What follows belongs to an exercise in optimizing a design on an open flow for small area; a production flow would make more cautious choices. RTL that was checked went through simulation tests only; none was proved equivalent to the original. Power is estimated from default activity; no workload was simulated.

==> flow/design.v <==
module RISC_V_pp (
    input clk,
    input rst_n,
    output [31:0] imem_addr,
    input  [31:0] imem_rdata,
    output [31:0] dmem_addr,
    output [31:0] dmem_wdata,
    output        dmem_we,
    input  [31:0] dmem_rdata
);
    localparam INIT = 3'd0, WIN = 3'd1, ZERO = 3'd2, EXEC = 3'd3,
               ITER = 3'd4, FIN = 3'd5, PCU = 3'd6, MEM = 3'd7;
    reg [2:0]  st;
    reg [4:0]  h;
    reg [4:0]  cnt;
    reg [31:0] w [0:30];
    reg [31:0] A, B, PC;
    reg [32:0] R;
    reg [4:0]  rdp;
    reg        seenA, seenB, seenW, sgn, zA, taken;
    wire [31:0] ins = imem_rdata;
    wire [4:0] rs1 = ins[19:15];
    wire [4:0] rs2 = ins[24:20];
    wire [4:0] rd  = ins[11:7];
    wire isR   = ~ins[6] &  ins[5] &  ins[4];
    wire isI   = ~ins[6] & ~ins[5] &  ins[4];
    wire isLd  = ~ins[6] & ~ins[5] & ~ins[4] & ins[0];
    wire isSt  = ~ins[6] &  ins[5] & ~ins[4];
    wire isBr  =  ins[6] & ~ins[2];
    wire isJal =  ins[6] &  ins[2];
    wire isM   = isR & ins[25];
    wire isDiv = isM & ins[14];
    wire isAlu = (isR & ~isM) | isI;
    wire use1 = isR | isI | isLd | isSt | isBr;
    wire use2 = isR | isSt | isBr;
    wire z1 = (rs1 == 5'd0);
    wire z2 = (rs2 == 5'd0);
    reg [31:0] imm;
    always @(*) begin
        if (isSt)      imm = {{20{ins[31]}}, ins[31:25], ins[11:7]};
        else if (isBr) imm = {{20{ins[31]}}, ins[7], ins[30:25], ins[11:8], 1'b0};
        else if (isJal) imm = {{12{ins[31]}}, ins[19:12], ins[20], ins[30:21], 1'b0};
        else           imm = {{20{ins[31]}}, ins[31:20]};
    end
    reg [9:0] rom;
    always @(*) begin
        case (h)
            5'd1: rom = 10'd4;    5'd2: rom = 10'd120;  5'd3: rom = 10'd2;
            5'd4: rom = 10'd4;    5'd5: rom = 10'd1;    5'd6: rom = 10'd14;
            5'd7: rom = 10'd4;    5'd8: rom = 10'd24;   5'd9: rom = 10'd12;
            5'd10: rom = 10'd23;  5'd11: rom = 10'd4;   5'd12: rom = 10'd90;
            5'd13: rom = 10'd10;  5'd14: rom = 10'd1000; 5'd15: rom = 10'd30;
            5'd16: rom = 10'd40;  5'd17: rom = 10'd50;  5'd18: rom = 10'd60;
            5'd19: rom = 10'd70;  5'd20: rom = 10'd80;  5'd21: rom = 10'd80;
            5'd22: rom = 10'd90;  5'd23: rom = 10'd70;  5'd24: rom = 10'd60;
            5'd25: rom = 10'd65;  5'd26: rom = 10'd4;   5'd27: rom = 10'd32;
            5'd28: rom = 10'd12;  5'd29: rom = 10'd34;  5'd30: rom = 10'd5;
            default: rom = 10'd10;
        endcase
    end
    wire [31:0] head = w[30];
    wire hitW = (h == rdp);
    wire [31:0] wmux = (st == INIT) ? {22'd0, rom} : (hitW ? R[31:0] : head);
    wire inWin = (st == WIN);
    wire needA = use2 & ~z2;
    wire needB = use1 & ~z1;
    wire hitA = inWin & needA & ~seenA & (h == rs2);
    wire hitB = inWin & needB & ~seenB & (h == rs1);
    wire doneA = ~needA | seenA | hitA;
    wire doneB = ~needB | seenB | hitB;
    wire doneW = (rdp == 5'd0) | seenW | hitW;
    wire negq = sgn & ~zA;
    wire sgnBr = isBr & ~ins[13];
    reg [32:0] X, Yp;
    reg inv, cin;
    always @(*) begin
        X = 33'd0; Yp = 33'd0; inv = 1'b0; cin = 1'b0;
        case (st)
            WIN: begin
                Yp = {1'b0, wmux};
                inv = isDiv & wmux[31]; cin = inv;
            end
            EXEC: begin
                if (isJal) begin
                    X = {1'b0, PC}; Yp = 33'd4;
                end else if (isAlu | isLd | isSt | isBr) begin
                    X = {sgnBr & B[31], B};
                    Yp = (isR | isBr) ? {sgnBr & A[31], A} : {1'b0, imm};
                    inv = (isR & ins[30]) | isBr; cin = inv;
                end
            end
            ITER: begin
                X = {R[31:0], isDiv & B[31]};
                if (isDiv) begin
                    Yp = {1'b0, A}; inv = ~R[32]; cin = inv;
                end else
                    Yp = B[31] ? {1'b0, A} : 33'd0;
            end
            FIN: begin
                X = {1'b0, B}; cin = negq;
            end
            MEM: begin
                Yp = {1'b0, dmem_rdata};
            end
            PCU: begin
                X = {1'b0, PC}; Yp = taken ? {1'b0, imm} : 33'd4;
            end
            default: ;
        endcase
    end
    wire [32:0] Yx = Yp ^ {33{inv}};
    wire [33:0] cy;
    wire [32:0] S;
    assign cy[0] = cin;
    genvar gi;
    generate for (gi = 0; gi < 33; gi = gi + 1) begin : g_add
        assign S[gi] = X[gi] ^ Yx[gi] ^ cy[gi];
        assign cy[gi+1] = (X[gi] & Yx[gi]) | (X[gi] & cy[gi]) | (Yx[gi] & cy[gi]);
    end endgenerate
    wire eqz = (S[31:0] == 32'd0);
    wire brc = ins[14] ? (S[32] ^ ins[12]) : (eqz ^ ins[12]);
    assign imem_addr  = PC;
    assign dmem_addr  = B;
    assign dmem_wdata = A;
    assign dmem_we    = (st == MEM) & isSt;
    integer k;
    always @(posedge clk) begin
        w[0] <= wmux;
        for (k = 1; k < 31; k = k + 1) w[k] <= w[k-1];
    end
    always @(posedge clk or negedge rst_n) begin
        if (!rst_n) begin
            st <= INIT;
            h  <= 5'd1;
        end else begin
            h <= (h == 5'd31) ? 5'd1 : h + 5'd1;
            case (st)
                INIT: if (h == 5'd31) st <= WIN;
                WIN:  if (doneA & doneB & doneW)
                          st <= ((needA | ~use2) & (needB | ~use1)) ? EXEC : ZERO;
                ZERO: st <= EXEC;
                EXEC: st <= isM ? ITER : ((isLd | isSt) ? MEM : PCU);
                MEM:  st <= PCU;
                ITER: if (cnt == 5'd31) st <= FIN;
                FIN:  st <= PCU;
                default: st <= WIN;
            endcase
        end
    end
    always @(posedge clk) begin
        case (st)
            INIT: begin
                PC <= S[31:0];
                rdp <= 5'd0; seenW <= 1'b0;
                seenA <= 1'b0; seenB <= 1'b0; sgn <= 1'b0; zA <= 1'b1;
            end
            WIN: begin
                if (hitA) begin A <= S[31:0]; zA <= eqz; end
                if (hitB) B <= S[31:0];
                sgn <= sgn ^ (hitA & wmux[31]) ^ (hitB & wmux[31]);
                seenA <= seenA | hitA;
                seenB <= seenB | hitB;
                seenW <= seenW | hitW;
            end
            ZERO: begin
                if (use2 & z2) A <= S[31:0];
                if (use1 & z1) B <= S[31:0];
                seenW <= seenW | hitW;
            end
            EXEC: begin
                cnt <= 5'd0;
                taken <= (isBr & brc) | isJal;
                seenW <= 1'b0;
                if (isLd | isSt) B <= S[31:0];
                else if (isAlu & ins[13]) R <= {1'b0, ins[12] ? (X[31:0] & Yp[31:0]) : (X[31:0] | Yp[31:0])};
                else R <= S;
                rdp <= (isAlu | isJal) ? rd : 5'd0;
            end
            ITER: begin
                cnt <= cnt + 5'd1;
                R <= S;
                B <= {B[30:0], isDiv & (~S[32] ^ negq)};
            end
            MEM: begin
                R <= S;
                rdp <= isLd ? rd : 5'd0;
                seenW <= 1'b0;
            end
            FIN: begin
                if (isDiv) R <= S;
                rdp <= rd; seenW <= 1'b0;
            end
            PCU: begin
                PC <= S[31:0];
                seenA <= 1'b0; seenB <= 1'b0; sgn <= 1'b0; zA <= 1'b1;
                seenW <= seenW | hitW;
            end
            default: ;
        endcase
    end
endmodule
Settings: LEC_CHECK=0, CAP_MARGIN=20, CORE_MARGIN=2, CORE_UTILIZATION=60, CTS_BUF_LIST=sky130_fd_sc_hd__clkbuf_8, CTS_CLUSTER_DIAMETER=60, CTS_CLUSTER_SIZE=16, SLEW_MARGIN=20; clock period 150.0 ns.
standard.sh (not shown) runs the stock make flow with config.mk's settings and CLKGATE_MAP_FILE= SYNTH_SCRIPT=/design/flow/synth_recipe.tcl, a recipe that flattens the netlist after the stock synthesis.
==> flow/flow/run.sh <==
#!/bin/bash
# Standard layout, with the port buffers made from the smallest buffer cell.
cp standard.sh standard.sh.txt 2>/dev/null
export BUFFER_PORTS_ARGS="-buffer_cell sky130_fd_sc_hd__buf_1"
bash standard.sh > standard.log 2>&1
The first run finished with timing, DRC and antenna clean.
==> next run, changes <==
--- a/flow/design.v
+++ b/flow/design.v
@@ -7,11 +7,11 @@
     output [31:0] dmem_wdata,
     output        dmem_we,
     input  [31:0] dmem_rdata
 );
     localparam INIT = 3'd0, WIN = 3'd1, ZERO = 3'd2, EXEC = 3'd3,
-               ITER = 3'd4, FIN = 3'd5, PCU = 3'd6, MEM = 3'd7;
+               ITER = 3'd4, FIN = 3'd5, PCU = 3'd6;
     reg [2:0]  st;
     reg [4:0]  h;
     reg [4:0]  cnt;
     reg [31:0] w [0:30];
     reg [31:0] A, B, PC;
@@ -97,13 +97,10 @@
                     Yp = B[31] ? {1'b0, A} : 33'd0;
             end
             FIN: begin
                 X = {1'b0, B}; cin = negq;
             end
-            MEM: begin
-                Yp = {1'b0, dmem_rdata};
-            end
             PCU: begin
                 X = {1'b0, PC}; Yp = taken ? {1'b0, imm} : 33'd4;
             end
             default: ;
         endcase
@@ -118,13 +115,13 @@
         assign cy[gi+1] = (X[gi] & Yx[gi]) | (X[gi] & cy[gi]) | (Yx[gi] & cy[gi]);
     end endgenerate
     wire eqz = (S[31:0] == 32'd0);
     wire brc = ins[14] ? (S[32] ^ ins[12]) : (eqz ^ ins[12]);
     assign imem_addr  = PC;
-    assign dmem_addr  = B;
+    assign dmem_addr  = S[31:0];
     assign dmem_wdata = A;
-    assign dmem_we    = (st == MEM) & isSt;
+    assign dmem_we    = (st == EXEC) & isSt;
     integer k;
     always @(posedge clk) begin
         w[0] <= wmux;
         for (k = 1; k < 31; k = k + 1) w[k] <= w[k-1];
     end
@@ -137,12 +134,11 @@
             case (st)
                 INIT: if (h == 5'd31) st <= WIN;
                 WIN:  if (doneA & doneB & doneW)
                           st <= ((needA | ~use2) & (needB | ~use1)) ? EXEC : ZERO;
                 ZERO: st <= EXEC;
-                EXEC: st <= isM ? ITER : ((isLd | isSt) ? MEM : PCU);
-                MEM:  st <= PCU;
+                EXEC: st <= isM ? ITER : PCU;
                 ITER: if (cnt == 5'd31) st <= FIN;
                 FIN:  st <= PCU;
                 default: st <= WIN;
             endcase
         end
@@ -169,24 +165,19 @@
             end
             EXEC: begin
                 cnt <= 5'd0;
                 taken <= (isBr & brc) | isJal;
                 seenW <= 1'b0;
-                if (isLd | isSt) B <= S[31:0];
+                if (isLd) R <= {1'b0, dmem_rdata};
                 else if (isAlu & ins[13]) R <= {1'b0, ins[12] ? (X[31:0] & Yp[31:0]) : (X[31:0] | Yp[31:0])};
                 else R <= S;
-                rdp <= (isAlu | isJal) ? rd : 5'd0;
+                rdp <= (isAlu | isLd | isJal) ? rd : 5'd0;
             end
             ITER: begin
                 cnt <= cnt + 5'd1;
                 R <= S;
                 B <= {B[30:0], isDiv & (~S[32] ^ negq)};
-            end
-            MEM: begin
-                R <= S;
-                rdp <= isLd ? rd : 5'd0;
-                seenW <= 1'b0;
             end
             FIN: begin
                 if (isDiv) R <= S;
                 rdp <= rd; seenW <= 1'b0;
             end
=> Sequential cell count does not change. Via count came out lower by 9.2%. Worst setup slack gets worse by 17000 ps. Design area came out lower by 2.3%. Power came out lower by 16%.
No functional check of the RTL was part of the second run of this note.

static timing again, ports no longer ideal:
In the flow no input, the clock included, has a driving cell. The finished layouts below were timed again as built, in two steps. Step 1 sets driving cells, clkbuf_16 on the clock port and buf_2 on the other inputs (assumed; they add their load-dependent delay and slew). Step 2 moves the port delays by t, midway between the first and last clock arrival at a register: inputs arrive t later, outputs are due t later. That takes back most of the time a late clock gives input paths. Slacks: no drivers / after step 1 / after step 2; pairs: no drivers / after step 1.
run	t (ns)	setup slack, ns	worst hold slack (ns)	worst setup path at the end	cell pins on the clock port's net
the first run	0.737	88.690 / 88.645 / 88.645	0.295 / 0.295 / 0.295	input to output	1
the second run	0.764	71.671 / 71.592 / 71.592	0.307 / 0.307 / 0.307	input to output	1
After both steps setup and hold are still met in every run listed. The setup slack of the second run, which loses most, moves by -0.079 ns with the drivers and by -0.079 ns with both steps.
